Background: an optimization exercise with open tools, aiming at small area and a short achievable clock period. Do not read the settings as production practice. The RTL was checked by simulation tests, not by an equivalence proof against the original design. Power figures rest on the tool's default switching activity, not on a simulated workload.

==> inputs of v12 <==
==> flow/design.v <==
module fifo #(
  parameter int unsigned DEPTH = 64,   
  parameter int unsigned WIDTH = 64    
) (
  input  logic                 clk,
  input  logic                 rst,
  input  logic                 enq_valid,
  output logic                 enq_ready,
  input  logic [WIDTH-1:0]     enq_data,
  output logic                 deq_valid,
  input  logic                 deq_ready,
  output logic [WIDTH-1:0]     deq_data,
  output logic                 full,
  output logic                 empty
);
  localparam int unsigned PTRW = $clog2(DEPTH);
  logic [WIDTH-1:0] mem [0:DEPTH-1];
  logic [PTRW-1:0]  wr_ptr, rd_ptr;
  logic [PTRW-1:0]  occ;                  
  logic full_i, empty_i;
  logic do_enq, do_deq;
  logic occ_is1, occ_is_last;
  assign do_enq = enq_valid && !full_i;
  assign do_deq = deq_ready && !empty_i;
  assign occ         = wr_ptr - rd_ptr;
  assign occ_is1     = (occ == PTRW'(1));
  assign occ_is_last = (occ == PTRW'(DEPTH-1));
  logic empty_n, full_n;
  assign empty_n = (empty_i & !enq_valid) | (occ_is1 & deq_ready & !enq_valid);
  assign full_n  = (full_i & !deq_ready) | (occ_is_last & enq_valid & !deq_ready);
  always_ff @(posedge clk or negedge rst) begin
    if (!rst) begin
      wr_ptr    <= '0;
      rd_ptr    <= '0;
      deq_data  <= '0;
      full_i    <= 1'b0;
      empty_i   <= 1'b1;
      full      <= 1'b0;
      enq_ready <= 1'b1;
      empty     <= 1'b1;
      deq_valid <= 1'b0;
    end else begin
      if (do_enq) wr_ptr <= wr_ptr + 1'b1;
      if (do_deq) begin
        deq_data <= mem[rd_ptr];
        rd_ptr   <= rd_ptr + 1'b1;
      end
      full_i    <= full_n;
      empty_i   <= empty_n;
      full      <= full_n;
      enq_ready <= !full_n;
      empty     <= empty_n;
      deq_valid <= !empty_n;
    end
  end
  always_ff @(posedge clk) begin
    if (do_enq) mem[wr_ptr] <= enq_data;
  end
endmodule
==> flow/run.sh <==
#!/bin/bash
# synth_recipe.tcl (not shown) runs the flow's synth.tcl, then flattens the netlist and writes it again
# the make line also repeats each setting of config.mk as NAME=value (left out here)
make -C /OpenROAD-flow-scripts/flow DESIGN_CONFIG=/design/flow/config.mk WORK_HOME=/design/flow/orfs CLKGATE_MAP_FILE= SYNTH_SCRIPT=/design/flow/synth_recipe.tcl finish
==> flow/config.mk <==
export PLATFORM = sky130hd
export DESIGN_NAME = fifo
export DESIGN_NICKNAME = fifo
export VERILOG_FILES = /design/flow/design.v
export SDC_FILE = /design/flow/constraint.sdc
export NUM_CORES = 4
export LEC_CHECK = 0
export CAP_MARGIN = 20
export CORE_MARGIN = 2
export CORE_UTILIZATION = 45
export PLACE_DENSITY = 0.6
export SLEW_MARGIN = 20
==> flow/constraint.sdc <==
create_clock -name core_clock -period 5.0 [get_ports {clk}]
set_input_delay 1.0000 -clock core_clock [delete_from_list [all_inputs] [get_ports {clk}]]
set_output_delay 1.0000 -clock core_clock [all_outputs]
set_load 0.01 [all_outputs]
==> v24 (differences from v12) <==
==> flow/design.v (replaced) <==
module fifo #(
  parameter int unsigned DEPTH = 64,   
  parameter int unsigned WIDTH = 64    
) (
  input  logic                 clk,
  input  logic                 rst,
  input  logic                 enq_valid,
  output logic                 enq_ready,
  input  logic [WIDTH-1:0]     enq_data,
  output logic                 deq_valid,
  input  logic                 deq_ready,
  output logic [WIDTH-1:0]     deq_data,
  output logic                 full,
  output logic                 empty
);
  localparam int unsigned PTRW = $clog2(DEPTH);
  logic [WIDTH-1:0] mem [0:DEPTH-1];
  logic [PTRW-1:0]  wr_ptr, rd_ptr;
  logic [PTRW-1:0]  occ;                  
  logic full_q, nempty_q, one_q, last_q;
  logic full_o, nempty_o;
  assign full      = full_o;
  assign enq_ready = !full_o;
  assign deq_valid = nempty_o;
  assign empty     = !nempty_o;
  logic do_enq, do_deq;
  assign do_enq = enq_valid && !full_q;
  assign do_deq = deq_ready && nempty_q;
  assign occ = wr_ptr - rd_ptr;
  logic occ_is2, occ_is_last2;
  assign occ_is2      = (occ == PTRW'(2));
  assign occ_is_last2 = (occ == PTRW'(DEPTH-2));
  logic lone_enq, lone_deq;
  assign lone_enq = do_enq && !do_deq;
  assign lone_deq = do_deq && !do_enq;
  logic nempty_n, full_n, one_n, last_n;
  assign nempty_n = (nempty_q | enq_valid) & !(one_q & deq_ready & !enq_valid);
  assign full_n   = (full_q & !deq_ready) | (last_q & enq_valid & !deq_ready);
  assign one_n    = lone_enq ? !nempty_q : lone_deq ? occ_is2 : one_q;
  assign last_n   = lone_enq ? occ_is_last2 : lone_deq ? full_q : last_q;
  logic nempty_o_n, full_o_n;
  assign nempty_o_n = (nempty_o | enq_valid) & !(one_q & deq_ready & !enq_valid);
  assign full_o_n   = (full_o & !deq_ready) | (last_q & enq_valid & !deq_ready);
  logic [DEPTH-1:0] rd_sel, rd_dec, rd_sel_n;
  always_comb begin
    for (int i = 0; i < DEPTH; i++) begin
      rd_dec[i]   = (rd_ptr == PTRW'(i));
      rd_sel_n[i] = nempty_n &&
                    (!nempty_q ? rd_dec[i] :
                     deq_ready ? rd_sel[(i + DEPTH - 1) % DEPTH] : rd_sel[i]);
    end
  end
  always_ff @(posedge clk or negedge rst) begin
    if (!rst) begin
      wr_ptr   <= '0;
      rd_ptr   <= '0;
      rd_sel   <= '0;
      full_q   <= 1'b0;
      nempty_q <= 1'b0;
      full_o   <= 1'b0;
      nempty_o <= 1'b0;
      one_q    <= 1'b0;
      last_q   <= 1'b0;
    end else begin
      if (do_enq) wr_ptr <= wr_ptr + 1'b1;
      if (do_deq) rd_ptr <= rd_ptr + 1'b1;
      rd_sel   <= rd_sel_n;
      full_q   <= full_n;
      nempty_q <= nempty_n;
      full_o   <= full_o_n;
      nempty_o <= nempty_o_n;
      one_q    <= one_n;
      last_q   <= last_n;
    end
  end
  logic [WIDTH-1:0] rdata;
  always_comb begin
    rdata = '0;
    for (int i = 0; i < DEPTH; i++)
      rdata = rdata | (mem[i] & {WIDTH{rd_sel[i]}});
  end
  always_ff @(posedge clk or negedge rst) begin
    if (!rst)           deq_data <= '0;
    else if (do_deq)    deq_data <= rdata;
  end
  localparam int unsigned LOW = PTRW / 2;
  localparam int unsigned NLO = 1 << LOW;
  localparam int unsigned NHI = DEPTH / NLO;
  logic [NLO-1:0] wr_lo;
  logic [NHI-1:0] wr_hi;
  always_ff @(posedge clk or negedge rst) begin
    if (!rst) begin
      wr_lo <= NLO'(1);
      wr_hi <= NHI'(1);
    end else if (do_enq) begin
      wr_lo <= {wr_lo[NLO-2:0], wr_lo[NLO-1]};
      if (wr_lo[NLO-1]) wr_hi <= {wr_hi[NHI-2:0], wr_hi[NHI-1]};
    end
  end
  always_ff @(posedge clk) begin
    for (int i = 0; i < DEPTH; i++)
      if (do_enq && wr_lo[i % NLO] && wr_hi[i / NLO]) mem[i] <= enq_data;
  end
endmodule
==> flow/flow/run.sh (new file) <==
#!/bin/bash
# The standard layout (standard.sh), with three changes to how it is made:
#  - the port buffers are buf_4 cells instead of the default delay buffer;
#  - after global placement, flow/move_obuf.tcl moves each output port's
#    buffer beside the register that drives it (detailed placement then
#    legalizes it), so the register no longer drives the long wire to the pin;
#  - the resizer may swap a cell for one of another footprint, so it can
#    size those buffers and other cells freely when repairing timing.
# make's full output goes to flow_make.log here; each ORFS step also keeps
# its own log under orfs/logs/.
set -euo pipefail
here=$(pwd)
bash standard.sh \
  MATCH_CELL_FOOTPRINT=0 \
  "BUFFER_PORTS_ARGS=-buffer_cell sky130_fd_sc_hd__buf_4" \
  "POST_GLOBAL_PLACE_TCL=$here/flow/move_obuf.tcl" \
  finish > flow_make.log 2>&1
==> flow/flow/move_obuf.tcl (new file) <==
# Hook run after global placement (POST_GLOBAL_PLACE_TCL): put the buffer of
# each output port right beside the cell that drives it, so the long wire to
# the pin is driven by the buffer and not by the register.  Detailed
# placement legalizes the moved buffers afterwards.
set block [ord::get_db_block]
set moved 0
foreach bt [$block getBTerms] {
  if {[$bt getIoType] ne "OUTPUT"} { continue }
  set net [$bt getNet]
  if {$net eq "NULL"} { continue }
  set buf ""
  foreach it [$net getITerms] {
    if {[$it isOutputSignal]} { set buf [$it getInst] }
  }
  if {$buf eq ""} { continue }
  set drv ""
  foreach it [$buf getITerms] {
    if {![$it isInputSignal]} { continue }
    set in_net [$it getNet]
    if {$in_net eq "NULL"} { continue }
    foreach it2 [$in_net getITerms] {
      if {[$it2 isOutputSignal]} { set drv [$it2 getInst] }
    }
  }
  if {$drv eq ""} { continue }
  set bb [$drv getBBox]
  $buf setLocation [$bb xMax] [$bb yMin]
  incr moved
}
puts "move_obuf: moved $moved output buffers next to their drivers"
==> flow/standard.sh (new file) <==
#!/bin/bash
# synth_recipe.tcl (not shown) runs the flow's synth.tcl, then flattens the netlist and writes it again
# the make line also repeats each setting of config.mk as NAME=value (left out here)
make -C /OpenROAD-flow-scripts/flow DESIGN_CONFIG=/design/flow/config.mk WORK_HOME=/design/flow/orfs CLKGATE_MAP_FILE= SYNTH_SCRIPT=/design/flow/synth_recipe.tcl "${@:-finish}"
SETUP_SLACK_MARGIN = 2.5   (was default)
TNS_END_PERCENT = 100   (was default)
removed: flow/run.sh
==> notes <==
v12 ran to the end with no violations. v24 completed without violations. Against v12, the area after synthesis of v24 is smaller by about 4%. Wire length: v24 is higher than v12 (77%). Between v24 and v12, the lower count of clock-buffer cells in the layout is in v24 (gap 5). Critical path depth: v24 is lower than v12 (2). Between v24 and v12, the lower maximum frequency is in v12 (gap about 40%, measured against v12). In v24 the cell count is larger than in v12, by about 7.5%. In v24 the sequential power is lower than in v12, by about 2%. Against v24, the die area of v12 is larger by about 4%. In v12 the via count is smaller than in v24, by about 27%.

[port drivers added, routing unchanged]
The flow's constraints put no driver on any port. The routed layouts listed below were extracted and timed again, unchanged, in two steps.
Step 1 sets driving cells, clkbuf_16 on the clock port and buf_2 on the other inputs (assumed; they add their load-dependent delay and slew).
Step 2 moves the port delays by t, midway between the first and last clock arrival at a register: inputs arrive t later, outputs are due t later. That takes back most of the time a late clock gives input paths.
Three values: ideal, step 1, step 2; two values: the first two.
run	t, ns	setup slack, ns	cell pins on the clock port's net
v12	1.062	1.075 / 1.075 / 0.489	1
v24	1.109	2.160 / 2.160 / 1.431	1
After both steps setup and hold are still met in every run listed. For v24, which loses most, drivers alone change the setup slack by 0.000 ns; drivers and shift together by -0.729 ns.
